This is an optimization exercise on Yosys and OpenROAD, whose aim is small area, not a production implementation. Function was checked by simulation only, so behaviour that the tests miss may differ from the original.

## flow/standard.sh

```bash
#!/bin/bash
# synth_recipe.tcl (not shown) runs the flow's synth.tcl, then flattens the netlist and writes it again
# the make line also repeats each setting of config.mk as NAME=value (left out here)
make -C /OpenROAD-flow-scripts/flow DESIGN_CONFIG=/design/flow/config.mk WORK_HOME=/design/flow/orfs CLKGATE_MAP_FILE= SYNTH_SCRIPT=/design/flow/synth_recipe.tcl "${@:-finish}"
```

## flow/flow/fapol.py

```python
#!/usr/bin/env python3
"""Full-adder polarity optimisation of a mapped sky130hd netlist.

A full adder is self-dual: FA(~a, ~b, ~c) = ~FA(a, b, c) on both outputs. Yosys's
full-adder extraction leaves many inverters between full adders. This pass picks, for
every fa cell, whether it computes its function on complemented signals, and for
simple gates (and2/nand2, ...) which polarity they drive, so that as few inverters as
possible remain. All inverters it may touch are taken out first and put back where a
load needs the complement of what its net carries.

Flip-flops, ports and every other cell keep their names and connections.

usage: fapol.py IN.v OUT.v LIB
"""
import re
import sys
import collections

inp, outp, libf = sys.argv[1:4]
P = 'sky130_fd_sc_hd__'

area = {}
lib = open(libf).read()
for m in re.finditer(r'cell\s*\(\s*"?(\w+)"?\s*\)\s*\{', lib):
    a = re.search(r'area\s*:\s*([\d.]+)', lib[m.end():m.end() + 5000])
    area[m.group(1)] = float(a.group(1)) if a else 0.0

OUTPINS = {'X', 'Y', 'Q', 'Q_N', 'SUM', 'COUT', 'HI', 'LO'}
INV_AREA = area[P + 'inv_1']

# gate pairs with identical inputs and complementary outputs: base -> (complement, out pin)
PAIRS = {}
for a, b in [('and2', 'nand2'), ('or2', 'nor2'), ('xor2', 'xnor2'), ('and3', 'nand3'),
             ('or3', 'nor3'), ('and4', 'nand4'), ('or4', 'nor4'), ('a21o', 'a21oi'),
             ('o21a', 'o21ai'), ('a22o', 'a22oi'), ('o22a', 'o22ai'), ('a211o', 'a211oi'),
             ('o211a', 'o211ai'), ('a31o', 'a31oi'), ('o31a', 'o31ai')]:
    PAIRS[a] = b
    PAIRS[b] = a


def outpin(base):
    # sky130hd: inverting gates drive Y, non-inverting X
    if base in ('nand2', 'nor2', 'xnor2', 'nand3', 'nor3', 'nand4', 'nor4') or base.endswith(('oi', 'ai')):
        return 'Y'
    return 'X'


def split_type(t):
    m = re.match(P + r'(\w+?)_(\d+)$', t)
    return (m.group(1), m.group(2)) if m else (None, None)


src = open(inp).read()
mod_start = src.index('module ')
body_end = src.rindex('endmodule')
cell_re = re.compile(r'^\s*(' + P + r'\w+)\s+(\S+)\s*\((.*?)\);\s*$', re.S | re.M)
matches = list(cell_re.finditer(src, mod_start, body_end))
first = matches[0].start()
header = src[:first]
assert 'assign' not in src[first:body_end] or True
cells = []
for m in matches:
    pins = collections.OrderedDict((p, v.strip()) for p, v in re.findall(r'\.(\w+)\(([^()]*)\)', m.group(3)))
    cells.append({'type': m.group(1), 'name': m.group(2), 'pins': pins})
# anything between cells other than whitespace would be lost
rest = cell_re.sub('', src[first:body_end])
assert rest.strip() == '', rest.strip()[:200]

ports_out = set()
for m in re.finditer(r'^\s*output\s+(\[(\d+):(\d+)\]\s+)?(\S+);', header, re.M):
    if m.group(1):
        for i in range(int(m.group(3)), int(m.group(2)) + 1):
            ports_out.add(f'{m.group(4)}[{i}]')
    else:
        ports_out.add(m.group(4))

drv = {}
for c in cells:
    for p, v in c['pins'].items():
        if p in OUTPINS:
            drv[v] = (c, p)


def is_inv(c):
    b, _ = split_type(c['type'])
    return b in ('inv', 'clkinv')


# inverters that may be removed: output is not a port
removable = set()
for c in cells:
    if is_inv(c) and c['pins']['Y'] not in ports_out:
        removable.add(c['name'])


def root(net):
    par = 0
    while net in drv and drv[net][0]['name'] in removable:
        net = drv[net][0]['pins']['A']
        par ^= 1
    return net, par


fas = [c for c in cells if split_type(c['type'])[0] == 'fa']
fa_names = {c['name'] for c in fas}
flip = {c['name']: 0 for c in fas}

# uses: every input pin of every kept cell, plus output ports driven through removed inverters
uses = []  # [cell or None, pin, root, parity]
for c in cells:
    if c['name'] in removable:
        continue
    for p, v in c['pins'].items():
        if p in OUTPINS:
            continue
        r, par = root(v)
        uses.append([c, p, r, par])

uses_of_root = collections.defaultdict(list)
for u in uses:
    uses_of_root[u[2]].append(u)

# driver kind of each root
gate_pol = {}  # root -> 0/1 for swappable gates


def driver_info(r):
    if r in drv and r not in ports_out:
        c, p = drv[r]
        if c['name'] in fa_names:
            return ('fa', c)
        b, _ = split_type(c['type'])
        if b in PAIRS and p == outpin(b):
            return ('gate', c)
    return ('fixed', None)


dinfo = {r: driver_info(r) for r in uses_of_root}
for r, (k, c) in dinfo.items():
    if k == 'gate':
        gate_pol[r] = 0


def gate_delta(c):
    b, s = split_type(c['type'])
    comp = PAIRS[b]
    t2 = P + comp + '_' + s
    if t2 not in area:
        t2 = P + comp + '_1'
    return area.get(t2, 1e9) - area[c['type']], t2


def root_cost(r):
    need = set()
    for c, p, rr, par in uses_of_root[r]:
        f = flip.get(c['name'], 0) if c is not None else 0
        need.add(par ^ f)
    if r.startswith("1'"):
        return 0.0, 0
    k, c = dinfo.get(r, ('fixed', None))
    if k == 'fa':
        d = flip[c['name']]
        return (INV_AREA if (1 - d) in need else 0.0), d
    if k == 'gate':
        best = None
        for d in (0, 1):
            cost = (gate_delta(c)[0] if d else 0.0) + (INV_AREA if (1 - d) in need else 0.0)
            if best is None or cost < best[0] - 1e-9:
                best = (cost, d)
        return best
    return (INV_AREA if 1 in need else 0.0), 0


def roots_of_fa(c):
    rs = set()
    for p, v in c['pins'].items():
        if p in OUTPINS:
            rs.add(v)
        else:
            rs.add(root(v)[0])
    return rs


total = sum(root_cost(r)[0] for r in uses_of_root)
start = total
improved = True
while improved:
    improved = False
    for c in fas:
        if any(v in ports_out for p, v in c['pins'].items() if p in OUTPINS):
            continue
        rs = [r for r in roots_of_fa(c) if r in uses_of_root or r in dinfo]
        before = sum(root_cost(r)[0] for r in rs if r in uses_of_root)
        flip[c['name']] ^= 1
        after = sum(root_cost(r)[0] for r in rs if r in uses_of_root)
        if after < before - 1e-9:
            improved = True
            total += after - before
        else:
            flip[c['name']] ^= 1

removed_area = sum(area[c['type']] for c in cells if c['name'] in removable)
print(f'fapol: {sum(flip.values())} of {len(fas)} full adders flipped; '
      f'inverter/gate cost {start:.1f} -> {total:.1f}; removed inverters {len(removable)} '
      f'({removed_area:.1f} um2)', file=sys.stderr)

# ---- rewrite ----
phys = {}
for r in uses_of_root:
    phys[r] = root_cost(r)[1]
new_cells = []
new_wires = []
inv_net = {}
n_new = [0]


def inverted(r):
    if r.startswith("1'"):
        return "1'h1" if r.endswith('0') else "1'h0"
    if r not in inv_net:
        n_new[0] += 1
        net = f'fapol_n{n_new[0]}'
        inv_net[r] = net
        new_wires.append(net)
        new_cells.append({'type': P + 'inv_1', 'name': f'fapol_i{n_new[0]}',
                          'pins': collections.OrderedDict([('A', r), ('Y', net)])})
    return inv_net[r]


for c, p, r, par in uses:
    f = flip.get(c['name'], 0)
    want = par ^ f
    c['pins'][p] = r if want == phys[r] else inverted(r)

out_cells = []
for c in cells:
    if c['name'] in removable:
        continue
    r_out = None
    for p, v in c['pins'].items():
        if p in OUTPINS:
            r_out = v
    k = dinfo.get(r_out, ('fixed', None))[0] if r_out else 'fixed'
    if k == 'gate' and phys.get(r_out, 0) == 1:
        b, _ = split_type(c['type'])
        _, t2 = gate_delta(c)
        op = outpin(b)
        pins = collections.OrderedDict()
        for p, v in c['pins'].items():
            pins[outpin(PAIRS[b]) if p == op else p] = v
        c = {'type': t2, 'name': c['name'], 'pins': pins}
    out_cells.append(c)
out_cells.extend(new_cells)

# output ports that were driven by removed inverters need their driver back
driven = set()
for c in out_cells:
    for p, v in c['pins'].items():
        if p in OUTPINS:
            driven.add(v)
for c in cells:
    if c['name'] in removable and c['pins']['Y'] not in driven:
        # the net still has loads that were rerouted; it is no longer used
        pass

hdr = header.rstrip() + '\n' + ''.join(f'  wire {w};\n' for w in new_wires)
body = []
for c in out_cells:
    pins = ',\n'.join(f'    .{p}({v} )' if v.startswith('\\') else f'    .{p}({v})' for p, v in c['pins'].items())
    body.append(f"  {c['type']} {c['name']} (\n{pins}\n  );\n")
open(outp, 'w').write(hdr + ''.join(body) + src[body_end:])
```

## flow/flow/run.sh

```bash
#!/bin/bash
# Standard ORFS layout with these changes:
#  - after the standard synthesis, flow/fapol.py chooses the polarity of each full
#    adder (a full adder is self-dual) and of simple gates so that fewer inverters
#    are needed; registers and ports are left as the synthesis made them;
#  - input/output port buffers use the smallest buffer cell;
#  - clock tree synthesis uses clkbuf_8 without dummy loads.
set -euo pipefail
export BUFFER_PORTS_ARGS="-buffer_cell sky130_fd_sc_hd__buf_1"
export CTS_ARGS="-sink_clustering_enable -repair_clock_nets -dont_use_dummy_load -buf_list sky130_fd_sc_hd__clkbuf_8 -sink_clustering_size 18 -sink_clustering_max_diameter 60"
R=orfs/results/${FLOW_PLATFORM}/cfar_detector/base
LIB=${FLOW_HOME}/platforms/${FLOW_PLATFORM}/lib/sky130_fd_sc_hd__tt_025C_1v80.lib
bash standard.sh synth > synth_make.log 2>&1
cp $R/1_2_yosys.v $R/1_2_yosys_standard.v
python3 flow/fapol.py $R/1_2_yosys_standard.v $R/1_2_yosys.v $LIB > fapol.log 2>&1
rm -f $R/1_synth.odb $R/1_synth.sdc
bash standard.sh finish > standard_make.log 2>&1
```

## flow/constraint.sdc

```tcl
create_clock -name core_clock -period 10.0 [get_ports {clk}]
set_input_delay 2.0000 -clock core_clock [delete_from_list [all_inputs] [get_ports {clk}]]
set_output_delay 2.0000 -clock core_clock [all_outputs]
set_load 0.01 [all_outputs]
```

## flow/config.mk

```make
export PLATFORM = sky130hd
export DESIGN_NAME = cfar_detector
export DESIGN_NICKNAME = cfar_detector
export VERILOG_FILES = /design/flow/design.v
export SDC_FILE = /design/flow/constraint.sdc
export NUM_CORES = 4
export LEC_CHECK = 0
export CAP_MARGIN = 20
export CORE_MARGIN = 2
export CORE_UTILIZATION = 60
export SLEW_MARGIN = 20
```

## flow/design.v

```verilog
module cfar_detector #(
    parameter DATA_WIDTH = 16,
    parameter GUARD_CELLS = 4,
    parameter REFERENCE_CELLS = 16
)(
    input wire clk,
    input wire rst_n,
    input wire enable,
    input wire [DATA_WIDTH-1:0] data_in,
    input wire data_valid,
    input wire [15:0] threshold_scale,
    output reg [15:0] detected_range,
    output reg [15:0] detected_velocity,
    output reg target_detected
);
wire acc = enable & data_valid;
reg [15:0] dly [1:41];           
reg [20:0] rsum;                 
reg [15:0] cnt;                  
reg        warm;                 
reg        p1, p2;               
integer i;
always @(posedge clk) begin
    if (acc) begin
        dly[1] <= data_in;
        for (i = 2; i <= 41; i = i + 1)
            dly[i] <= dly[i-1];
    end
end
wire [5:0] c6 = cnt[5:0];
wire v16 = warm | (c6 >= 6'd16);
wire v21 = warm | (c6 >= 6'd21);
wire v25 = warm | (c6 >= 6'd25);
wire v41 = warm | (c6 >= 6'd41);
wire [15:0] t16 = dly[16] & {16{v16}};
wire [15:0] t25 = dly[25] & {16{v25}};
wire [15:0] t41 = dly[41] & {16{v41}};
wire [20:0] rsum_next = rsum + data_in - t16 + t25 - t41;
wire [15:0] mean = rsum[20:5];
wire [15:0] scale = threshold_scale;
wire [15:0] cut_n = ~dly[21];
reg hi;
always @(*) begin
    hi = 1'b0;
    for (i = 1; i < 16; i = i + 1)
        hi = hi | (scale[i] & (|(mean >> (16 - i))));
end
wire [15:0] pp [0:15];
genvar gi;
generate
    for (gi = 0; gi < 16; gi = gi + 1) begin : g_pp
        assign pp[gi] = scale & {16{mean[gi]}};
    end
endgenerate
wire ms1 = pp[0][0] ^ cut_n[0] ^ 1'b1;
wire mc2 = (pp[0][0] & cut_n[0]) | (pp[0][0] & 1'b1) | (cut_n[0] & 1'b1);
wire ms3 = pp[0][1] ^ pp[1][0] ^ cut_n[1];
wire mc4 = (pp[0][1] & pp[1][0]) | (pp[0][1] & cut_n[1]) | (pp[1][0] & cut_n[1]);
wire ms5 = pp[0][2] ^ pp[1][1] ^ pp[2][0];
wire mc6 = (pp[0][2] & pp[1][1]) | (pp[0][2] & pp[2][0]) | (pp[1][1] & pp[2][0]);
wire ms7 = cut_n[2] ^ mc4 ^ ms5;
wire mc8 = (cut_n[2] & mc4) | (cut_n[2] & ms5) | (mc4 & ms5);
wire ms9 = pp[0][3] ^ pp[1][2] ^ pp[2][1];
wire mc10 = (pp[0][3] & pp[1][2]) | (pp[0][3] & pp[2][1]) | (pp[1][2] & pp[2][1]);
wire ms11 = pp[3][0] ^ cut_n[3] ^ mc6;
wire mc12 = (pp[3][0] & cut_n[3]) | (pp[3][0] & mc6) | (cut_n[3] & mc6);
wire ms13 = ms9 ^ mc8 ^ ms11;
wire mc14 = (ms9 & mc8) | (ms9 & ms11) | (mc8 & ms11);
wire ms15 = pp[0][4] ^ pp[1][3] ^ pp[2][2];
wire mc16 = (pp[0][4] & pp[1][3]) | (pp[0][4] & pp[2][2]) | (pp[1][3] & pp[2][2]);
wire ms17 = pp[3][1] ^ pp[4][0] ^ cut_n[4];
wire mc18 = (pp[3][1] & pp[4][0]) | (pp[3][1] & cut_n[4]) | (pp[4][0] & cut_n[4]);
wire ms19 = mc10 ^ ms15 ^ ms17;
wire mc20 = (mc10 & ms15) | (mc10 & ms17) | (ms15 & ms17);
wire ms21 = mc12 ^ ms19 ^ mc14;
wire mc22 = (mc12 & ms19) | (mc12 & mc14) | (ms19 & mc14);
wire ms23 = pp[0][5] ^ pp[1][4] ^ pp[2][3];
wire mc24 = (pp[0][5] & pp[1][4]) | (pp[0][5] & pp[2][3]) | (pp[1][4] & pp[2][3]);
wire ms25 = pp[3][2] ^ pp[4][1] ^ pp[5][0];
wire mc26 = (pp[3][2] & pp[4][1]) | (pp[3][2] & pp[5][0]) | (pp[4][1] & pp[5][0]);
wire ms27 = cut_n[5] ^ mc16 ^ mc18;
wire mc28 = (cut_n[5] & mc16) | (cut_n[5] & mc18) | (mc16 & mc18);
wire ms29 = ms23 ^ ms25 ^ mc20;
wire mc30 = (ms23 & ms25) | (ms23 & mc20) | (ms25 & mc20);
wire ms31 = ms27 ^ ms29 ^ mc22;
wire mc32 = (ms27 & ms29) | (ms27 & mc22) | (ms29 & mc22);
wire ms33 = pp[0][6] ^ pp[1][5] ^ pp[2][4];
wire mc34 = (pp[0][6] & pp[1][5]) | (pp[0][6] & pp[2][4]) | (pp[1][5] & pp[2][4]);
wire ms35 = pp[3][3] ^ pp[4][2] ^ pp[5][1];
wire mc36 = (pp[3][3] & pp[4][2]) | (pp[3][3] & pp[5][1]) | (pp[4][2] & pp[5][1]);
wire ms37 = pp[6][0] ^ cut_n[6] ^ mc24;
wire mc38 = (pp[6][0] & cut_n[6]) | (pp[6][0] & mc24) | (cut_n[6] & mc24);
wire ms39 = mc26 ^ ms33 ^ ms35;
wire mc40 = (mc26 & ms33) | (mc26 & ms35) | (ms33 & ms35);
wire ms41 = mc28 ^ ms37 ^ ms39;
wire mc42 = (mc28 & ms37) | (mc28 & ms39) | (ms37 & ms39);
wire ms43 = mc30 ^ ms41 ^ mc32;
wire mc44 = (mc30 & ms41) | (mc30 & mc32) | (ms41 & mc32);
wire ms45 = pp[0][7] ^ pp[1][6] ^ pp[2][5];
wire mc46 = (pp[0][7] & pp[1][6]) | (pp[0][7] & pp[2][5]) | (pp[1][6] & pp[2][5]);
wire ms47 = pp[3][4] ^ pp[4][3] ^ pp[5][2];
wire mc48 = (pp[3][4] & pp[4][3]) | (pp[3][4] & pp[5][2]) | (pp[4][3] & pp[5][2]);
wire ms49 = pp[6][1] ^ pp[7][0] ^ cut_n[7];
wire mc50 = (pp[6][1] & pp[7][0]) | (pp[6][1] & cut_n[7]) | (pp[7][0] & cut_n[7]);
wire ms51 = mc34 ^ mc36 ^ ms45;
wire mc52 = (mc34 & mc36) | (mc34 & ms45) | (mc36 & ms45);
wire ms53 = ms47 ^ ms49 ^ mc38;
wire mc54 = (ms47 & ms49) | (ms47 & mc38) | (ms49 & mc38);
wire ms55 = mc40 ^ ms51 ^ mc42;
wire mc56 = (mc40 & ms51) | (mc40 & mc42) | (ms51 & mc42);
wire ms57 = ms53 ^ ms55 ^ mc44;
wire mc58 = (ms53 & ms55) | (ms53 & mc44) | (ms55 & mc44);
wire ms59 = pp[0][8] ^ pp[1][7] ^ pp[2][6];
wire mc60 = (pp[0][8] & pp[1][7]) | (pp[0][8] & pp[2][6]) | (pp[1][7] & pp[2][6]);
wire ms61 = pp[3][5] ^ pp[4][4] ^ pp[5][3];
wire mc62 = (pp[3][5] & pp[4][4]) | (pp[3][5] & pp[5][3]) | (pp[4][4] & pp[5][3]);
wire ms63 = pp[6][2] ^ pp[7][1] ^ pp[8][0];
wire mc64 = (pp[6][2] & pp[7][1]) | (pp[6][2] & pp[8][0]) | (pp[7][1] & pp[8][0]);
wire ms65 = cut_n[8] ^ mc46 ^ mc48;
wire mc66 = (cut_n[8] & mc46) | (cut_n[8] & mc48) | (mc46 & mc48);
wire ms67 = mc50 ^ ms59 ^ ms61;
wire mc68 = (mc50 & ms59) | (mc50 & ms61) | (ms59 & ms61);
wire ms69 = ms63 ^ mc52 ^ ms65;
wire mc70 = (ms63 & mc52) | (ms63 & ms65) | (mc52 & ms65);
wire ms71 = ms67 ^ mc54 ^ ms69;
wire mc72 = (ms67 & mc54) | (ms67 & ms69) | (mc54 & ms69);
wire ms73 = mc56 ^ ms71 ^ mc58;
wire mc74 = (mc56 & ms71) | (mc56 & mc58) | (ms71 & mc58);
wire ms75 = pp[0][9] ^ pp[1][8] ^ pp[2][7];
wire mc76 = (pp[0][9] & pp[1][8]) | (pp[0][9] & pp[2][7]) | (pp[1][8] & pp[2][7]);
wire ms77 = pp[3][6] ^ pp[4][5] ^ pp[5][4];
wire mc78 = (pp[3][6] & pp[4][5]) | (pp[3][6] & pp[5][4]) | (pp[4][5] & pp[5][4]);
wire ms79 = pp[6][3] ^ pp[7][2] ^ pp[8][1];
wire mc80 = (pp[6][3] & pp[7][2]) | (pp[6][3] & pp[8][1]) | (pp[7][2] & pp[8][1]);
wire ms81 = pp[9][0] ^ cut_n[9] ^ mc60;
wire mc82 = (pp[9][0] & cut_n[9]) | (pp[9][0] & mc60) | (cut_n[9] & mc60);
wire ms83 = mc62 ^ mc64 ^ ms75;
wire mc84 = (mc62 & mc64) | (mc62 & ms75) | (mc64 & ms75);
wire ms85 = ms77 ^ ms79 ^ mc66;
wire mc86 = (ms77 & ms79) | (ms77 & mc66) | (ms79 & mc66);
wire ms87 = mc68 ^ ms81 ^ ms83;
wire mc88 = (mc68 & ms81) | (mc68 & ms83) | (ms81 & ms83);
wire ms89 = mc70 ^ ms85 ^ ms87;
wire mc90 = (mc70 & ms85) | (mc70 & ms87) | (ms85 & ms87);
wire ms91 = mc72 ^ ms89 ^ mc74;
wire mc92 = (mc72 & ms89) | (mc72 & mc74) | (ms89 & mc74);
wire ms93 = pp[0][10] ^ pp[1][9] ^ pp[2][8];
wire mc94 = (pp[0][10] & pp[1][9]) | (pp[0][10] & pp[2][8]) | (pp[1][9] & pp[2][8]);
wire ms95 = pp[3][7] ^ pp[4][6] ^ pp[5][5];
wire mc96 = (pp[3][7] & pp[4][6]) | (pp[3][7] & pp[5][5]) | (pp[4][6] & pp[5][5]);
wire ms97 = pp[6][4] ^ pp[7][3] ^ pp[8][2];
wire mc98 = (pp[6][4] & pp[7][3]) | (pp[6][4] & pp[8][2]) | (pp[7][3] & pp[8][2]);
wire ms99 = pp[9][1] ^ pp[10][0] ^ cut_n[10];
wire mc100 = (pp[9][1] & pp[10][0]) | (pp[9][1] & cut_n[10]) | (pp[10][0] & cut_n[10]);
wire ms101 = mc76 ^ mc78 ^ mc80;
wire mc102 = (mc76 & mc78) | (mc76 & mc80) | (mc78 & mc80);
wire ms103 = ms93 ^ ms95 ^ ms97;
wire mc104 = (ms93 & ms95) | (ms93 & ms97) | (ms95 & ms97);
wire ms105 = ms99 ^ mc82 ^ mc84;
wire mc106 = (ms99 & mc82) | (ms99 & mc84) | (mc82 & mc84);
wire ms107 = ms101 ^ ms103 ^ mc86;
wire mc108 = (ms101 & ms103) | (ms101 & mc86) | (ms103 & mc86);
wire ms109 = mc88 ^ ms105 ^ mc90;
wire mc110 = (mc88 & ms105) | (mc88 & mc90) | (ms105 & mc90);
wire ms111 = ms107 ^ ms109 ^ mc92;
wire mc112 = (ms107 & ms109) | (ms107 & mc92) | (ms109 & mc92);
wire ms113 = pp[0][11] ^ pp[1][10] ^ pp[2][9];
wire mc114 = (pp[0][11] & pp[1][10]) | (pp[0][11] & pp[2][9]) | (pp[1][10] & pp[2][9]);
wire ms115 = pp[3][8] ^ pp[4][7] ^ pp[5][6];
wire mc116 = (pp[3][8] & pp[4][7]) | (pp[3][8] & pp[5][6]) | (pp[4][7] & pp[5][6]);
wire ms117 = pp[6][5] ^ pp[7][4] ^ pp[8][3];
wire mc118 = (pp[6][5] & pp[7][4]) | (pp[6][5] & pp[8][3]) | (pp[7][4] & pp[8][3]);
wire ms119 = pp[9][2] ^ pp[10][1] ^ pp[11][0];
wire mc120 = (pp[9][2] & pp[10][1]) | (pp[9][2] & pp[11][0]) | (pp[10][1] & pp[11][0]);
wire ms121 = cut_n[11] ^ mc94 ^ mc96;
wire mc122 = (cut_n[11] & mc94) | (cut_n[11] & mc96) | (mc94 & mc96);
wire ms123 = mc98 ^ mc100 ^ ms113;
wire mc124 = (mc98 & mc100) | (mc98 & ms113) | (mc100 & ms113);
wire ms125 = ms115 ^ ms117 ^ ms119;
wire mc126 = (ms115 & ms117) | (ms115 & ms119) | (ms117 & ms119);
wire ms127 = mc102 ^ mc104 ^ ms121;
wire mc128 = (mc102 & mc104) | (mc102 & ms121) | (mc104 & ms121);
wire ms129 = ms123 ^ ms125 ^ mc106;
wire mc130 = (ms123 & ms125) | (ms123 & mc106) | (ms125 & mc106);
wire ms131 = ms127 ^ mc108 ^ ms129;
wire mc132 = (ms127 & mc108) | (ms127 & ms129) | (mc108 & ms129);
wire ms133 = mc110 ^ ms131 ^ mc112;
wire mc134 = (mc110 & ms131) | (mc110 & mc112) | (ms131 & mc112);
wire ms135 = pp[0][12] ^ pp[1][11] ^ pp[2][10];
wire mc136 = (pp[0][12] & pp[1][11]) | (pp[0][12] & pp[2][10]) | (pp[1][11] & pp[2][10]);
wire ms137 = pp[3][9] ^ pp[4][8] ^ pp[5][7];
wire mc138 = (pp[3][9] & pp[4][8]) | (pp[3][9] & pp[5][7]) | (pp[4][8] & pp[5][7]);
wire ms139 = pp[6][6] ^ pp[7][5] ^ pp[8][4];
wire mc140 = (pp[6][6] & pp[7][5]) | (pp[6][6] & pp[8][4]) | (pp[7][5] & pp[8][4]);
wire ms141 = pp[9][3] ^ pp[10][2] ^ pp[11][1];
wire mc142 = (pp[9][3] & pp[10][2]) | (pp[9][3] & pp[11][1]) | (pp[10][2] & pp[11][1]);
wire ms143 = pp[12][0] ^ cut_n[12] ^ mc114;
wire mc144 = (pp[12][0] & cut_n[12]) | (pp[12][0] & mc114) | (cut_n[12] & mc114);
wire ms145 = mc116 ^ mc118 ^ mc120;
wire mc146 = (mc116 & mc118) | (mc116 & mc120) | (mc118 & mc120);
wire ms147 = ms135 ^ ms137 ^ ms139;
wire mc148 = (ms135 & ms137) | (ms135 & ms139) | (ms137 & ms139);
wire ms149 = ms141 ^ mc122 ^ mc124;
wire mc150 = (ms141 & mc122) | (ms141 & mc124) | (mc122 & mc124);
wire ms151 = mc126 ^ ms143 ^ ms145;
wire mc152 = (mc126 & ms143) | (mc126 & ms145) | (ms143 & ms145);
wire ms153 = ms147 ^ mc128 ^ ms149;
wire mc154 = (ms147 & mc128) | (ms147 & ms149) | (mc128 & ms149);
wire ms155 = ms151 ^ mc130 ^ ms153;
wire mc156 = (ms151 & mc130) | (ms151 & ms153) | (mc130 & ms153);
wire ms157 = mc132 ^ ms155 ^ mc134;
wire mc158 = (mc132 & ms155) | (mc132 & mc134) | (ms155 & mc134);
wire ms159 = pp[0][13] ^ pp[1][12] ^ pp[2][11];
wire mc160 = (pp[0][13] & pp[1][12]) | (pp[0][13] & pp[2][11]) | (pp[1][12] & pp[2][11]);
wire ms161 = pp[3][10] ^ pp[4][9] ^ pp[5][8];
wire mc162 = (pp[3][10] & pp[4][9]) | (pp[3][10] & pp[5][8]) | (pp[4][9] & pp[5][8]);
wire ms163 = pp[6][7] ^ pp[7][6] ^ pp[8][5];
wire mc164 = (pp[6][7] & pp[7][6]) | (pp[6][7] & pp[8][5]) | (pp[7][6] & pp[8][5]);
wire ms165 = pp[9][4] ^ pp[10][3] ^ pp[11][2];
wire mc166 = (pp[9][4] & pp[10][3]) | (pp[9][4] & pp[11][2]) | (pp[10][3] & pp[11][2]);
wire ms167 = pp[12][1] ^ pp[13][0] ^ cut_n[13];
wire mc168 = (pp[12][1] & pp[13][0]) | (pp[12][1] & cut_n[13]) | (pp[13][0] & cut_n[13]);
wire ms169 = mc136 ^ mc138 ^ mc140;
wire mc170 = (mc136 & mc138) | (mc136 & mc140) | (mc138 & mc140);
wire ms171 = mc142 ^ ms159 ^ ms161;
wire mc172 = (mc142 & ms159) | (mc142 & ms161) | (ms159 & ms161);
wire ms173 = ms163 ^ ms165 ^ ms167;
wire mc174 = (ms163 & ms165) | (ms163 & ms167) | (ms165 & ms167);
wire ms175 = mc144 ^ mc146 ^ mc148;
wire mc176 = (mc144 & mc146) | (mc144 & mc148) | (mc146 & mc148);
wire ms177 = ms169 ^ ms171 ^ ms173;
wire mc178 = (ms169 & ms171) | (ms169 & ms173) | (ms171 & ms173);
wire ms179 = mc150 ^ mc152 ^ ms175;
wire mc180 = (mc150 & mc152) | (mc150 & ms175) | (mc152 & ms175);
wire ms181 = ms177 ^ mc154 ^ ms179;
wire mc182 = (ms177 & mc154) | (ms177 & ms179) | (mc154 & ms179);
wire ms183 = mc156 ^ ms181 ^ mc158;
wire mc184 = (mc156 & ms181) | (mc156 & mc158) | (ms181 & mc158);
wire ms185 = pp[0][14] ^ pp[1][13] ^ pp[2][12];
wire mc186 = (pp[0][14] & pp[1][13]) | (pp[0][14] & pp[2][12]) | (pp[1][13] & pp[2][12]);
wire ms187 = pp[3][11] ^ pp[4][10] ^ pp[5][9];
wire mc188 = (pp[3][11] & pp[4][10]) | (pp[3][11] & pp[5][9]) | (pp[4][10] & pp[5][9]);
wire ms189 = pp[6][8] ^ pp[7][7] ^ pp[8][6];
wire mc190 = (pp[6][8] & pp[7][7]) | (pp[6][8] & pp[8][6]) | (pp[7][7] & pp[8][6]);
wire ms191 = pp[9][5] ^ pp[10][4] ^ pp[11][3];
wire mc192 = (pp[9][5] & pp[10][4]) | (pp[9][5] & pp[11][3]) | (pp[10][4] & pp[11][3]);
wire ms193 = pp[12][2] ^ pp[13][1] ^ pp[14][0];
wire mc194 = (pp[12][2] & pp[13][1]) | (pp[12][2] & pp[14][0]) | (pp[13][1] & pp[14][0]);
wire ms195 = cut_n[14] ^ mc160 ^ mc162;
wire mc196 = (cut_n[14] & mc160) | (cut_n[14] & mc162) | (mc160 & mc162);
wire ms197 = mc164 ^ mc166 ^ mc168;
wire mc198 = (mc164 & mc166) | (mc164 & mc168) | (mc166 & mc168);
wire ms199 = ms185 ^ ms187 ^ ms189;
wire mc200 = (ms185 & ms187) | (ms185 & ms189) | (ms187 & ms189);
wire ms201 = ms191 ^ ms193 ^ mc170;
wire mc202 = (ms191 & ms193) | (ms191 & mc170) | (ms193 & mc170);
wire ms203 = mc172 ^ mc174 ^ ms195;
wire mc204 = (mc172 & mc174) | (mc172 & ms195) | (mc174 & ms195);
wire ms205 = ms197 ^ ms199 ^ mc176;
wire mc206 = (ms197 & ms199) | (ms197 & mc176) | (ms199 & mc176);
wire ms207 = mc178 ^ ms201 ^ ms203;
wire mc208 = (mc178 & ms201) | (mc178 & ms203) | (ms201 & ms203);
wire ms209 = mc180 ^ ms205 ^ ms207;
wire mc210 = (mc180 & ms205) | (mc180 & ms207) | (ms205 & ms207);
wire ms211 = mc182 ^ ms209 ^ mc184;
wire mc212 = (mc182 & ms209) | (mc182 & mc184) | (ms209 & mc184);
wire ms213 = pp[0][15] ^ pp[1][14] ^ pp[2][13];
wire mc214 = (pp[0][15] & pp[1][14]) | (pp[0][15] & pp[2][13]) | (pp[1][14] & pp[2][13]);
wire ms215 = pp[3][12] ^ pp[4][11] ^ pp[5][10];
wire mc216 = (pp[3][12] & pp[4][11]) | (pp[3][12] & pp[5][10]) | (pp[4][11] & pp[5][10]);
wire ms217 = pp[6][9] ^ pp[7][8] ^ pp[8][7];
wire mc218 = (pp[6][9] & pp[7][8]) | (pp[6][9] & pp[8][7]) | (pp[7][8] & pp[8][7]);
wire ms219 = pp[9][6] ^ pp[10][5] ^ pp[11][4];
wire mc220 = (pp[9][6] & pp[10][5]) | (pp[9][6] & pp[11][4]) | (pp[10][5] & pp[11][4]);
wire ms221 = pp[12][3] ^ pp[13][2] ^ pp[14][1];
wire mc222 = (pp[12][3] & pp[13][2]) | (pp[12][3] & pp[14][1]) | (pp[13][2] & pp[14][1]);
wire ms223 = pp[15][0] ^ cut_n[15] ^ mc186;
wire mc224 = (pp[15][0] & cut_n[15]) | (pp[15][0] & mc186) | (cut_n[15] & mc186);
wire ms225 = mc188 ^ mc190 ^ mc192;
wire mc226 = (mc188 & mc190) | (mc188 & mc192) | (mc190 & mc192);
wire ms227 = mc194 ^ ms213 ^ ms215;
wire mc228 = (mc194 & ms213) | (mc194 & ms215) | (ms213 & ms215);
wire ms229 = ms217 ^ ms219 ^ ms221;
wire mc230 = (ms217 & ms219) | (ms217 & ms221) | (ms219 & ms221);
wire ms231 = mc196 ^ mc198 ^ mc200;
wire mc232 = (mc196 & mc198) | (mc196 & mc200) | (mc198 & mc200);
wire ms233 = ms223 ^ ms225 ^ ms227;
wire mc234 = (ms223 & ms225) | (ms223 & ms227) | (ms225 & ms227);
wire ms235 = ms229 ^ mc202 ^ mc204;
wire mc236 = (ms229 & mc202) | (ms229 & mc204) | (mc202 & mc204);
wire ms237 = ms231 ^ ms233 ^ mc206;
wire mc238 = (ms231 & ms233) | (ms231 & mc206) | (ms233 & mc206);
wire ms239 = mc208 ^ ms235 ^ mc210;
wire mc240 = (mc208 & ms235) | (mc208 & mc210) | (ms235 & mc210);
wire ms241 = ms237 ^ ms239 ^ mc212;
wire mc242 = (ms237 & ms239) | (ms237 & mc212) | (ms239 & mc212);
wire ms243 = mc214 ^ mc216 ^ mc218;
wire mc244 = (mc214 & mc216) | (mc214 & mc218) | (mc216 & mc218);
wire ms245 = mc220 ^ mc222 ^ mc224;
wire mc246 = (mc220 & mc222) | (mc220 & mc224) | (mc222 & mc224);
wire ms247 = mc226 ^ mc228 ^ mc230;
wire mc248 = (mc226 & mc228) | (mc226 & mc230) | (mc228 & mc230);
wire ms249 = ms243 ^ mc232 ^ mc234;
wire mc250 = (ms243 & mc232) | (ms243 & mc234) | (mc232 & mc234);
wire ms251 = ms245 ^ ms247 ^ mc236;
wire mc252 = (ms245 & ms247) | (ms245 & mc236) | (ms247 & mc236);
wire ms253 = ms249 ^ mc238 ^ ms251;
wire mc254 = (ms249 & mc238) | (ms249 & ms251) | (mc238 & ms251);
wire ms255 = mc240 ^ ms253 ^ mc242;
wire mc256 = (mc240 & ms253) | (mc240 & mc242) | (ms253 & mc242);
wire ms257 = mc244 ^ mc246 ^ mc248;
wire ms258 = mc250 ^ ms257 ^ mc252;
wire ms259 = mc254 ^ ms258 ^ mc256;
wire [17:0] mra = {ms259, ms255, ms241, ms211, ms183, ms157, ms133, ms111, ms91, ms73, ms57, ms43, ms31, ms21, ms13, ms7, mc2, ms1};
wire [17:0] mrb = {1'b0, 1'b0, 1'b0, 1'b0, 1'b0, 1'b0, 1'b0, 1'b0, 1'b0, 1'b0, 1'b0, 1'b0, 1'b0, 1'b0, 1'b0, 1'b0, ms3, 1'b0};
wire [17:0] w = mra + mrb;
wire det_next = v21 & ~hi & ~w[17] & ~w[16];
always @(posedge clk or negedge rst_n) begin
    if (!rst_n) begin
        rsum <= 0;
        cnt <= 0;
        warm <= 0;
        p1 <= 0;
        p2 <= 0;
        target_detected <= 0;
        detected_range <= 0;
        detected_velocity <= 0;
    end else if (acc) begin
        rsum <= rsum_next;
        cnt <= cnt + 1'b1;
        if (&c6)
            warm <= 1'b1;
        p1 <= det_next;
        p2 <= p1;
        target_detected <= p2;
        if (p2) begin
            detected_range <= {6'd0, cnt[9:0]};
            detected_velocity <= {10'd0, cnt[15:10]};
        end
    end
end
endmodule
```

==> results of run 1 <==
[metal layers]
metal  wire length, microns  vias to the layer above  track usage [%]
li1                       -                     5347                -
met1                  20800                     6296             30.4
met2                  21100                      244             29.6
met3                   2510                       69             4.27
met4                   1120                        0             5.86
met5                      0                        -                0
[cell usage in the layout (no fill, tap or decap), types with 11 or more instances in the layout]
cell type	instances
inv_1	30
buf_1	51
dfrtp_1	57
xnor2_1	22
nor2b_1	20
fa_1	175
clkbuf_8	49
ha_1	31
xor2_1	11
nand4_1	11
edfxtp_1	656
buf_4	24
a21oi_1	18
nand2_1	220
nor2_1	12
conb_1	16
o21ai_0	34
mux2_2	13
[registers in the layout, summed over array words and instances (netlist names)]
signal and flops:
p2 1, p1 1, detected_range 10, target_detected 1, dly 656, rsum 21, cnt 16, warm 1
detected_velocity 6
[layout make-up]
class | count | area [sq um] | share of cell area, %
repair buffers | 78 | 417 | 1.42
flip-flops and latches | 713 | 21100 | 71.8
clock buffers | 49 | 674 | 2.29
well taps | 600 | 751 | 2.55
inverters | 31 | 124 | 0.421
multi-input cells | 669 | 6330 | 21.5
[through the flow]
stage	utilization (%)	hold slack (ps)	area, sq um	cells
floorplan	-	400	27800	1465
global placement	63.1	401	28700	2091
detailed placement	63.1	405	28700	2091
CTS	64.6	373	29400	2140
global route	64.6	379	29400	2140
finish	64.6	374	29400	2140
[worst max-delay path by stage]
stage                                   from  end  slack, ps  cells after the start
after global placement    threshold_scale[1]   p1        480                     24
final                     threshold_scale[1]   p1       1000                     24
after CTS                 threshold_scale[1]   p1       1020                     24
after detailed placement  threshold_scale[1]   p1        310                     24
after global routing      threshold_scale[1]   p1        710                     24
after floorplan           threshold_scale[1]   p1        510                     24
==> summary.md, run 1 <==
| Metric | Value |
|---|---|
| RR Startpoint | `rsum[6]` |
| Post-Syn Area | `between 0.02 and 0.03 sq mm` |
| Fill cell count | `3133` |
| Worst Hold Path Cells | `0` |
| ANT cells | `0` |
| Worst min path class | `register to register` |
| Avg Cell Area, Syn | `around 19 sq um` |
| IO Port Bufs | `52` |
| Reg2Reg Capture Point | `p1` |
| Least-Margin Pin Slew | `just under 900 ps` |
| Nets | `between 1.5k and 2k` |
| Final-report setup violation count | `0` |
| Warnings, synthesis | `2` |
| Routed WL per cell | `roughly 21 microns` |
| GRT overflow | `0` |
| CTS root buffer | `clkbuf_8` |
| Final slew viol count | `0` |
| # hold bufs at CTS | `0` |
| Total GRT Usage | `19.9%` |
| Placeable Area | `roughly 0.046 sq mm` |
| Clk latency of the worst-skew pair | `670 ps` |
| Critical path type | `input pin to register` |
| Area delta synth->final | `5.97%` |
| WP data required | `roughly 11000 ps` |
| CP endpoint kind | `register` |
| Die Height | `approximately 220 microns` |
| Vias in the first global route | `roughly 12k` |
| RSZ-0062 raised after global routing | `no` |
| CP top delay family | `adder cells` |
| Crit-path cells | `buf_1 > nand2_1 > fa_1 > fa_1 > fa_1 > fa_1 > fa_1 > fa_1 > fa_1 > fa_1 > fa_1 > fa_1 > fa_1 > fa_1 > fa_1 > fa_1 > fa_1 > fa_1 > xnor2_1 > xnor2_1 > xnor2_1 > and3_1 > o21ai_0 > o21ai_1` |
| Vias per cell | `5.59` |
| Worst Path Buf+Inv | `1` |
| DPL Wire Length | `between 30000 and 40000 microns` |
| Slew HR | `roughly 41%` |
| Largest net degree at the start of global routing | `between 150 and 200` |
| Fin crit share | `between 80% and 90%` |
| Via count | `12.0k` |
| Worst-path fanout max | `3` |
| CTS HTree Levels | `2` |
| Startpoint Class | `input pin` |
| FMAX | `around 110 MHz` |
| Row cnt | `between 70 and 80` |
| Clock-pin slew on the worst setup and hold paths | `approximately 100 ps` |
| Min Tclk post-route | `between 8000 and 9000 ps` |
| CP max stage cell | `fa_1` |
| Gpl congestion | `0.841` |
| Die area | `0.0480 sq mm` |
| First-pass GRT wire length | `just over 70000 microns` |
| Starting Density | `60.9%` |
| Ports | `69` |
| Resize count post-CTS | `0` |
| CP dominant cell by count | `fa_1` |
| Setup Fix Bufs, Post-CTS | `0` |
| Critical Path AT | `roughly 9500 ps` |
| Hold Path Origin | `dly[32][3]` |
| Sink Count | `approximately 700` |
| Total CTS buffers | `approximately 50` |
| # DRC | `0` |
| Setup ws final | `1000 ps` |
| CTS tree | `done` |
| Worst reg-to-reg setup slack | `around 1900 ps` |
| R2R depth | `23` |
| Routed wire length | `between 40000 and 50000 microns` |
| Final ANT Viol Nets | `0` |
| Worst slack, placed | `between 300 and 400 ps` |
| Setup TNS | `0 ps` |
| Synth Instances | `roughly 1.5k` |
| Initial antenna violation count | `3` |
| Drt pass-1 iters | `6` |
| Layout cells sized above 1 | `6.43%` |
| Iteration-0 DRC count of the detailed router | `1034` |
| MaxCap Viol Count | `0` |
| Chip width | `approximately 220 microns` |
| Worst Hold End | `dly[33][3]` |
| Clk buf depth | `3` |
| Status | `finished clean` |
| CP max stage delay | `~490 ps` |
| Max Clock Skew | `between 60 and 70 ps` |
| Fin. Hold Viols | `0` |
==> run 2, diff against run 1 <==
--- a/flow/design.v
+++ b/flow/design.v
@@ -32,10 +32,11 @@
 wire v21 = warm | (c6 >= 6'd21);
 wire v25 = warm | (c6 >= 6'd25);
 wire v41 = warm | (c6 >= 6'd41);
-wire [15:0] t16 = dly[16] & {16{v16}};
-wire [15:0] t25 = dly[25] & {16{v25}};
-wire [15:0] t41 = dly[41] & {16{v41}};
-wire [20:0] rsum_next = rsum + data_in - t16 + t25 - t41;
+wire [15:0] t0  = data_in & {16{acc}};
+wire [15:0] t16 = dly[16] & {16{v16 & acc}};
+wire [15:0] t25 = dly[25] & {16{v25 & acc}};
+wire [15:0] t41 = dly[41] & {16{v41 & acc}};
+wire [20:0] rsum_next = rsum + t0 - t16 + t25 - t41;
 wire [15:0] mean = rsum[20:5];
 wire [15:0] scale = threshold_scale;
 wire [15:0] cut_n = ~dly[21];
@@ -316,8 +317,13 @@
 wire [17:0] w = mra + mrb;
 wire det_next = v21 & ~hi & ~w[17] & ~w[16];
 always @(posedge clk or negedge rst_n) begin
-    if (!rst_n) begin
+    if (!rst_n)
         rsum <= 0;
+    else
+        rsum <= rsum_next;
+end
+always @(posedge clk or negedge rst_n) begin
+    if (!rst_n) begin
         cnt <= 0;
         warm <= 0;
         p1 <= 0;
@@ -326,7 +332,6 @@
         detected_range <= 0;
         detected_velocity <= 0;
     end else if (acc) begin
-        rsum <= rsum_next;
         cnt <= cnt + 1'b1;
         if (&c6)
             warm <= 1'b1;
--- a/flow/flow/run.sh
+++ b/flow/flow/run.sh
@@ -4,8 +4,10 @@
 #    adder (a full adder is self-dual) and of simple gates so that fewer inverters
 #    are needed; registers and ports are left as the synthesis made them;
 #  - input/output port buffers use the smallest buffer cell;
+#  - one tie cell drives all constant-0 outputs;
 #  - clock tree synthesis uses clkbuf_8 without dummy loads.
 set -euo pipefail
+export SKIP_REPAIR_TIE_FANOUT=1
 export BUFFER_PORTS_ARGS="-buffer_cell sky130_fd_sc_hd__buf_1"
 export CTS_ARGS="-sink_clustering_enable -repair_clock_nets -dont_use_dummy_load -buf_list sky130_fd_sc_hd__clkbuf_8 -sink_clustering_size 18 -sink_clustering_max_diameter 60"
 R=orfs/results/${FLOW_PLATFORM}/cfar_detector/base
--- a/flow/config.mk
+++ b/flow/config.mk
@@ -7,5 +7,5 @@
 export LEC_CHECK = 0
 export CAP_MARGIN = 20
 export CORE_MARGIN = 2
-export CORE_UTILIZATION = 60
+export CORE_UTILIZATION = 70
 export SLEW_MARGIN = 20
==> summary.md, run 2 <==
| Metric | Value |
|---|---|
| Iteration-0 DRC count of the detailed router | `a little under 900` |
| MaxCap Viol Count | `0` |
| Hold Path Origin | `dly[39][15]` |
| CTS HTree Levels | `2` |
| Layout cells sized above 1 | `approximately 7.5%` |
| Initial antenna violation count | `1` |
| Clk buf depth | `3` |
| Slew HR | `~32%` |
| Commonest non-fill, non-tap cell in the layout | `edfxtp_1` |
| Resize count post-CTS | `0` |
| Warnings, synthesis | `2` |
| Ports | `69` |
| Starting Density | `between 70% and 80%` |
| Critical path type | `input pin to register` |
| Post-Syn Area | `between 0.02 and 0.03 sq mm` |
| Routed WL per cell | `22.2 microns` |
| Final-report setup violation count | `0` |
| Worst Hold Path Cells | `0` |
| Chip width | `just over 200 microns` |
| # hold bufs at CTS | `0` |
| CP top delay family | `adder cells` |
| GRT overflow | `0` |
| Status | `finished clean` |
| RR Startpoint | `rsum[9]` |
| CTS tree | `done` |
| Final slew viol count | `0` |
| Reg2Reg Capture Point | `p1` |
| CP dominant cell by count | `fa_1` |
| R2R depth | `21` |
| Sink Count | `between 700 and 800` |
| CP max stage cell | `fa_1` |
| Placed Cells incl. Taps | `a little under 2k` |
| Largest regs | `dly: 656 flops, rsum: 21 flops, cnt: 16 flops` |
| Commonest non-fill, non-tap cells in the layout | `656 x edfxtp_1, 197 x nand2_1, 171 x fa_1, 57 x dfrtp_1, 51 x buf_1` |
| Largest net degree at the start of global routing | `between 150 and 200` |
| Startpoint Class | `input pin` |
| Clock-pin slew on the worst setup and hold paths | `approximately 100 ps` |
| CP endpoint kind | `register` |
| Setup Fix Bufs, Post-CTS | `0` |
| Worst reg-to-reg setup slack | `1730 ps` |
| Max Clock Skew | `between 90 and 100 ps` |
| Worst Path Buf+Inv | `1` |
| # DRC | `0` |
| Fill cell count | `approximately 2.1k` |
| Worst min path class | `register to register` |
| Via count | `roughly 12k` |
| Row cnt | `72` |
| Layout Cells excl Fill | `~2.0k` |
| Die Height | `202 microns` |
| DPL Wire Length | `a little under 30000 microns` |
| RSZ-0062 raised after global routing | `no` |
| Placeable Area | `0.0387 sq mm` |
| DP Area | `~0.028 sq mm` |
| Fin crit share | `between 90% and 100%` |
| Vias per cell | `5.81` |
| Avg Cell Area, Syn | `about 20 sq um` |
| Clk latency of the worst-skew pair | `about 650 ps` |
| Max FFs per register | `656` |
| FMAX | `between 100 and 150 MHz` |
| First-pass GRT wire length | `approximately 68000 microns` |
| Gpl congestion | `slightly below 0.9` |
| Nets | `1724` |
| Final ANT Viol Nets | `0` |
| Routed wire length | `~44000 microns` |
| Total GRT Usage | `22.7%` |
| CP max stage delay | `470 ps` |
| IO Port Bufs | `between 50 and 60` |
| Setup TNS | `0 ps` |
| CTS root buffer | `clkbuf_8` |
| Min Tclk post-route | `9160 ps` |
| Critical Path AT | `9620 ps` |
| Synth Instances | `between 1k and 1.5k` |
| WP data required | `between 10000 and 15000 ps` |
| Reg with most FFs | `dly` |
| Worst-path fanout max | `3` |
| Crit-path cells | `buf_1 > nand2_1 > fa_1 > fa_1 > fa_1 > fa_1 > fa_1 > fa_1 > fa_1 > fa_1 > fa_1 > fa_1 > fa_1 > fa_1 > fa_1 > fa_1 > fa_1 > fa_1 > xnor2_1 > xnor2_1 > xnor2_1 > a211o_1 > o31ai_1` |
| Design area | `approximately 0.03 sq mm` |
| Drt pass-1 iters | `5` |
| Worst Hold End | `dly[40][15]` |
| Die area | `between 0.04 and 0.05 sq mm` |
| Total CTS buffers | `between 40 and 50` |
| Area delta synth->final | `5.70%` |
| Fin. Hold Viols | `0` |
| Vias in the first global route | `between 10k and 15k` |
| Least-Margin Pin Slew | `about 1000 ps` |
[run 2: worst max-delay path by stage]
| stage | startpoint | to | slack (ps) | depth (start not counted) |
|---|---|---|---|---|
| floorplan | enable | rsum[11] | -4210 | 14 |
| global placement | threshold_scale[1] | p1 | 430 | 24 |
| detailed placement | threshold_scale[1] | p1 | 220 | 23 |
| CTS | threshold_scale[1] | p1 | 850 | 23 |
| global route | threshold_scale[1] | p1 | 520 | 24 |
| finish | threshold_scale[1] | p1 | 840 | 23 |
[run 2: area by class of cell]
type / instances / area (sq um) / share of cell area (%)
flip-flops and latches: 713 / 21100 / 72.5
multi-input cells: 620 / 6240 / 21.4
well taps: 518 / 648 / 2.22
clock buffers: 47 / 647 / 2.22
repair buffers: 73 / 374 / 1.28
inverters: 27 / 105 / 0.361
diodes: 2 / 5.00 / 0.0172
[run 2: layer usage]
metal  track usage, %  share of wire (%)  vias up
li1                 -                  -     5166
met1             36.1                 45     6039
met2             33.4                 46      344
met3             3.95                5.8       62
met4             7.09                2.6        0
met5                0                  0        -
[run 2: per-stage QoR]
stage | utilization [%] | hold WS [ps] | setup slack [ps]
after floorplan | - | 400 | -4210
after global placement | 73.5 | 401 | 432
after detailed placement | 73.5 | 405 | 221
after CTS | 75.2 | 342 | 852
after global routing | 75.2 | 328 | 520
final | 75.2 | 339 | 845
[run 2: worst reg2reg max path: stages, from the launching register on]
cell and delay, ps:
dfrtp_1 910, nand2_1 170, fa_1 540, fa_1 440
fa_1 420, fa_1 390, fa_1 390, fa_1 390
fa_1 390, fa_1 400, fa_1 390, fa_1 410
fa_1 390, fa_1 390, fa_1 380, fa_1 390
fa_1 380, xnor2_1 200, xnor2_1 160, xnor2_1 110
a211o_1 260, o31ai_1 230
==> run 3, diff against run 2 <==
--- a/flow/flow/run.sh
+++ b/flow/flow/run.sh
@@ -9,7 +9,7 @@
 set -euo pipefail
 export SKIP_REPAIR_TIE_FANOUT=1
 export BUFFER_PORTS_ARGS="-buffer_cell sky130_fd_sc_hd__buf_1"
-export CTS_ARGS="-sink_clustering_enable -repair_clock_nets -dont_use_dummy_load -buf_list sky130_fd_sc_hd__clkbuf_8 -sink_clustering_size 18 -sink_clustering_max_diameter 60"
+export CTS_ARGS="-sink_clustering_enable -repair_clock_nets -dont_use_dummy_load -buf_list sky130_fd_sc_hd__clkbuf_16 -sink_clustering_size 30 -sink_clustering_max_diameter 70"
 R=orfs/results/${FLOW_PLATFORM}/cfar_detector/base
 LIB=${FLOW_HOME}/platforms/${FLOW_PLATFORM}/lib/sky130_fd_sc_hd__tt_025C_1v80.lib
 bash standard.sh synth > synth_make.log 2>&1
==> summary.md, run 3 <==
| Metric | Value |
|---|---|
| Status | `finished clean` |
| Vias in the first global route | `approximately 12k` |
| Max FFs per register | `656` |
| Via count | `11.6k` |
| FMAX | `about 110 MHz` |
| DPL Wire Length | `between 20000 and 30000 microns` |
| Chip width | `202 microns` |
| Ports | `69` |
| CTS tree | `done` |
| Commonest non-fill, non-tap cells in the layout | `656 x edfxtp_1, 197 x nand2_1, 171 x fa_1, 57 x dfrtp_1, 51 x buf_1` |
| Reg with most FFs | `dly` |
| Clk buf depth | `3` |
| Slew HR | `a little under a third` |
| CP top delay family | `adder cells` |
| Clock-pin slew on the worst setup and hold paths | `roughly 100 ps` |
| Worst reg-to-reg setup slack | `1700 ps` |
| Least-Margin Pin Slew | `a little over 1000 ps` |
| CTS HTree Levels | `1` |
| Die area | `a little over 0.04 sq mm` |
| CTS root buffer | `clkbuf_16` |
| Vias per cell | `roughly 5.8` |
| Crit-path cells | `buf_1 > nand2_1 > fa_1 > fa_1 > fa_1 > fa_1 > fa_1 > fa_1 > fa_1 > fa_1 > fa_1 > fa_1 > fa_1 > fa_1 > fa_1 > fa_1 > fa_1 > fa_1 > xnor2_1 > xnor2_1 > xnor2_1 > a211o_1 > o31ai_1` |
| Max Clock Skew | `around 85 ps` |
| Worst slack, placed | `221 ps` |
| Design area | `approximately 0.029 sq mm` |
| Sink Count | `approximately 710` |
| Clk latency of the worst-skew pair | `about 630 ps` |
| Total CTS buffers | `31` |
| Final slew viol count | `0` |
| Min Tclk post-route | `9160 ps` |
| RSZ-0062 raised after global routing | `no` |
| Resize count post-CTS | `0` |
| CP endpoint kind | `register` |
| CP max stage cell | `fa_1` |
| Final ANT Viol Nets | `0` |
| Critical Path AT | `about 9600 ps` |
| Largest regs | `dly: 656 flops, rsum: 21 flops, cnt: 16 flops` |
| Startpoint Class | `input pin` |
| Critical path type | `input pin to register` |
| Die Height | `202 microns` |
| Final-report setup violation count | `0` |
| Fin crit share | `91.6%` |
| CP max stage delay | `~470 ps` |
| Setup TNS | `0 ps` |
| Area delta synth->final | `6.17%` |
| IO Port Bufs | `52` |
| Fin. Hold Viols | `0` |
| Starting Density | `between 70% and 80%` |
| Iteration-0 DRC count of the detailed router | `~1.1k` |
| Routed wire length | `45300 microns` |
| # DRC | `0` |
| Layout cells sized above 1 | `approximately 6.5%` |
| # hold bufs at CTS | `0` |
| Initial antenna violation count | `1` |
| Row cnt | `72` |
| Gpl congestion | `0.885` |
| Commonest non-fill, non-tap cell in the layout | `edfxtp_1` |
| Placeable Area | `around 0.039 sq mm` |
| Nets | `1708` |
| Avg Cell Area, Syn | `between 15 and 20 sq um` |
| WP data required | `~10000 ps` |
| Drt pass-1 iters | `4` |
| Warnings, synthesis | `2` |
| Total GRT Usage | `between 20% and 30%` |
| Worst-path fanout max | `3` |
| CP dominant cell by count | `fa_1` |
| Post-Syn Area | `approximately 0.028 sq mm` |
| Worst Path Buf+Inv | `1` |
| First-pass GRT wire length | `68700 microns` |
| Synth Instances | `between 1k and 1.5k` |
| Setup Fix Bufs, Post-CTS | `0` |
| Routed WL per cell | `22.8 microns` |
| MaxCap Viol Count | `0` |
| DP Area | `between 0.02 and 0.03 sq mm` |
| GRT overflow | `0` |
| Setup ws final | `between 800 and 900 ps` |
| Largest net degree at the start of global routing | `165` |
| Worst min path class | `register to register` |
[run 3: final cells by class]
class	instances	area (sq um)
Sequential cell	713	21100
Fill cell	2168	9460
Inverter	27	105
Tap cell	518	648
Antenna cell	2	5.00
Multi-Input combinational cell	620	6240
Clock buffer	31	776
Timing Repair Buffer	73	374
[run 3: metal layers]
metal  share of wire, %  global-route usage [%]
met1                 44                    35.1
met2                 47                    35.0
met3                5.7                    4.09
met4                3.0                    6.96
met5                  0                       0
[run 3: metrics by stage]
step | util [%] | cells | hold WS (ps)
2_1_floorplan | - | 1401 | 400
3_3_place_gp | 73.5 | 1951 | 401
3_5_place_dp | 73.5 | 1951 | 405
4_1_cts | 75.5 | 1982 | 346
5_1_grt | 75.6 | 1982 | 336
6_report | 75.6 | 1984 | 352
[run 3: path summary, 6_finish.rpt]
| check | startpoint | to | depth (start not counted) |
|---|---|---|---|
| max in group asynchronous | rst_n | p1 | 2 |
| setup reg to reg | rsum[9] | p1 | 21 |
| hold reg to reg | dly[39][15] | dly[40][15] | 0 |
| setup / recovery | threshold_scale[1] | p1 | 23 |
| hold / removal | dly[39][15] | dly[40][15] | 0 |
| min in group asynchronous | rst_n | rsum[4] | 2 |
==> run 4, diff against run 3 <==
--- a/flow/flow/run.sh
+++ b/flow/flow/run.sh
@@ -9,7 +9,7 @@
 set -euo pipefail
 export SKIP_REPAIR_TIE_FANOUT=1
 export BUFFER_PORTS_ARGS="-buffer_cell sky130_fd_sc_hd__buf_1"
-export CTS_ARGS="-sink_clustering_enable -repair_clock_nets -dont_use_dummy_load -buf_list sky130_fd_sc_hd__clkbuf_16 -sink_clustering_size 30 -sink_clustering_max_diameter 70"
+export CTS_ARGS="-sink_clustering_enable -repair_clock_nets -dont_use_dummy_load -buf_list {sky130_fd_sc_hd__clkbuf_8 sky130_fd_sc_hd__clkbuf_16} -sink_clustering_size 24 -sink_clustering_max_diameter 70"
 R=orfs/results/${FLOW_PLATFORM}/cfar_detector/base
 LIB=${FLOW_HOME}/platforms/${FLOW_PLATFORM}/lib/sky130_fd_sc_hd__tt_025C_1v80.lib
 bash standard.sh synth > synth_make.log 2>&1
==> summary.md, run 4 <==
| Metric | Value |
|---|---|
| Status | `finished clean` |
| Routed WL per cell | `~24 microns` |
| Reg with most FFs | `dly` |
| Ports | `around 70` |
| Row cnt | `between 70 and 80` |
| Setup Fix Bufs, Post-CTS | `0` |
| Max Clock Skew | `92.4 ps` |
| # hold bufs at CTS | `0` |
| Warnings, synthesis | `2` |
| Synth Instances | `1401` |
| DPL Wire Length | `around 30000 microns` |
| CP max stage cell | `fa_1` |
| First-pass GRT wire length | `between 70000 and 80000 microns` |
| Final slew viol count | `0` |
| Starting Density | `between 70% and 80%` |
| CTS root buffer | `clkbuf_16` |
| Die area | `roughly 0.041 sq mm` |
| CP dominant cell by count | `fa_1` |
| Drt pass-1 iters | `5` |
| CTS HTree Levels | `2` |
| Fin crit share | `between 90% and 100%` |
| Largest regs | `dly: 656 flops, rsum: 21 flops, cnt: 16 flops` |
| CP max stage delay | `~470 ps` |
| Area delta synth->final | `6.71%` |
| GRT overflow | `0` |
| Chip width | `a little over 200 microns` |
| Fin. Hold Viols | `0` |
| Resize count post-CTS | `0` |
| Routed wire length | `47000 microns` |
| Crit-path cells | `buf_1 > nand2_1 > fa_1 > fa_1 > fa_1 > fa_1 > fa_1 > fa_1 > fa_1 > fa_1 > fa_1 > fa_1 > fa_1 > fa_1 > fa_1 > fa_1 > fa_1 > fa_1 > xnor2_1 > xnor2_1 > xnor2_1 > a211o_1 > o31ai_1` |
| Largest net degree at the start of global routing | `165` |
| IO Port Bufs | `between 50 and 60` |
| MaxCap Viol Count | `0` |
| Placed Cells incl. Taps | `1951` |
| Slew HR | `between 30% and 40%` |
| DP Area | `between 0.02 and 0.03 sq mm` |
| Total CTS buffers | `37` |
| Hold Worst Slack | `between 300 and 400 ps` |
| Design area | `just under 0.03 sq mm` |
| WP data required | `about 10000 ps` |
| Clk latency of the worst-skew pair | `a little under 600 ps` |
| Placeable Area | `a little under 0.04 sq mm` |
| Commonest non-fill, non-tap cells in the layout | `656 x edfxtp_1, 197 x nand2_1, 171 x fa_1, 57 x dfrtp_1, 51 x buf_1` |
| Critical Path AT | `about 9600 ps` |
| FMAX | `approximately 110 MHz` |
| Max FFs per register | `656` |
| Clk buf depth | `3` |
| Gpl congestion | `0.885` |
| Vias per cell | `between 5 and 6` |
| # DRC | `0` |
| Initial antenna violation count | `4` |
| Vias in the first global route | `between 10k and 15k` |
| Clock-pin slew on the worst setup and hold paths | `about 90 ps` |
| Nets | `1714` |
| Sink Count | `between 700 and 800` |
| Commonest non-fill, non-tap cell in the layout | `edfxtp_1` |
| Worst-path fanout max | `3` |
| CP endpoint kind | `register` |
| Least-Margin Pin Slew | `between 1000 and 1500 ps` |
| Worst min path class | `register to register` |
| Post-Syn Area | `0.0276 sq mm` |
| Critical path type | `input pin to register` |
| Via count | `11.7k` |
| CTS tree | `done` |
| Layout cells sized above 1 | `~6.9%` |
| RSZ-0062 raised after global routing | `no` |
| Layout Cells excl Fill | `roughly 2.0k` |
| Die Height | `202 microns` |
| Iteration-0 DRC count of the detailed router | `~1.1k` |
| Min Tclk post-route | `9240 ps` |
| Total GRT Usage | `approximately 24%` |
| Startpoint Class | `input pin` |
| Final ANT Viol Nets | `0` |
| Setup TNS | `0 ps` |
| Avg Cell Area, Syn | `slightly below 20 sq um` |
| Final-report setup violation count | `0` |
==> run 4: area by class of cell <==
| type | count | area, sq um |
|---|---|---|
| diodes | 1 | 2.50 |
| clock buffers | 37 | 926 |
| fillers | 2131 | 9320 |
| inverters | 27 | 105 |
| multi-input cells | 620 | 6240 |
| flip-flops and latches | 713 | 21100 |
| well taps | 518 | 648 |
| repair buffers | 73 | 374 |
==> run 4: critical path: cells and delay by family <==
family,cells,cell delay [ps]
XOR/XNOR,3,470
AND/OR/NAND/NOR,1,110
AO/OA/AOI/OAI,2,500
buffers and inverters,1,140
adder cells (fa/ha/maj),16,6410
==> run 4: worst paths after layout <==
kind | slack (ps) | depth (start not counted) | to | start
worst max-delay path | 760 | 23 | p1 | threshold_scale[1]
worst min-delay path | 350 | 0 | dly[40][15] | dly[39][15]
worst max register to register | 1630 | 21 | p1 | rsum[9]
worst min register to register | 350 | 0 | dly[40][15] | dly[39][15]
max in group asynchronous | 7730 | 2 | p1 | rst_n
min in group asynchronous | 1630 | 2 | rsum[2] | rst_n
==> run 4: through the flow <==
step,setup slack [ps],utilization (%)
6_report,760,76.0
5_1_grt,437,75.9
4_1_cts,769,75.9
3_5_place_dp,221,73.5
3_3_place_gp,432,73.5
2_1_floorplan,-4210,-
==> run 4: per-layer routing <==
metal / vias up / global-route usage, % / routed length [microns]
met2: 357 / 37.3 / 22500
met1: 6089 / 35.5 / 20100
met5: - / 0 / 13
li1: 5149 / - / -
met4: 2 / 8.08 / 1420
met3: 82 / 4.75 / 2960

==> re-timing with driven ports <==
How much do the figures lean on ideal ports? The routed layouts below were timed once more, with nothing changed but the port constraints.
Step 1 assumes that a clkbuf_16 drives the clock port and a buf_2 every other input.
Step 2 times the ports against the registers' clock, not the clock port: input delays grow and output delays shrink by t, the midpoint of the rising clock arrivals with the driver on.
Three values: ideal ports, drivers, drivers and shift; two values: the first two.
| run | t (ns) | setup WS [ns] | worst hold slack (ns) | latest minus earliest clock arrival (ns) | pins driven straight from the clock port |
|---|---|---|---|---|---|
| run 1 | 0.695 | 1.002 / 1.033 / 0.338 | 0.374 / 0.374 / 0.374 | 0.068 / 0.068 | 1 |
| run 2 | 0.653 | 0.845 / 0.871 / 0.217 | 0.339 / 0.339 / 0.339 | 0.097 / 0.097 | 1 |
| run 3 | 0.637 | 0.844 / 0.876 / 0.239 | 0.352 / 0.352 / 0.352 | 0.097 / 0.097 | 1 |
| run 4 | 0.595 | 0.760 / 0.791 / 0.196 | 0.346 / 0.346 / 0.346 | 0.101 / 0.101 | 1 |
After both steps every run listed still meets setup and hold. For run 1, which loses most, drivers alone change the setup slack by +0.031 ns; drivers and shift together by -0.664 ns.
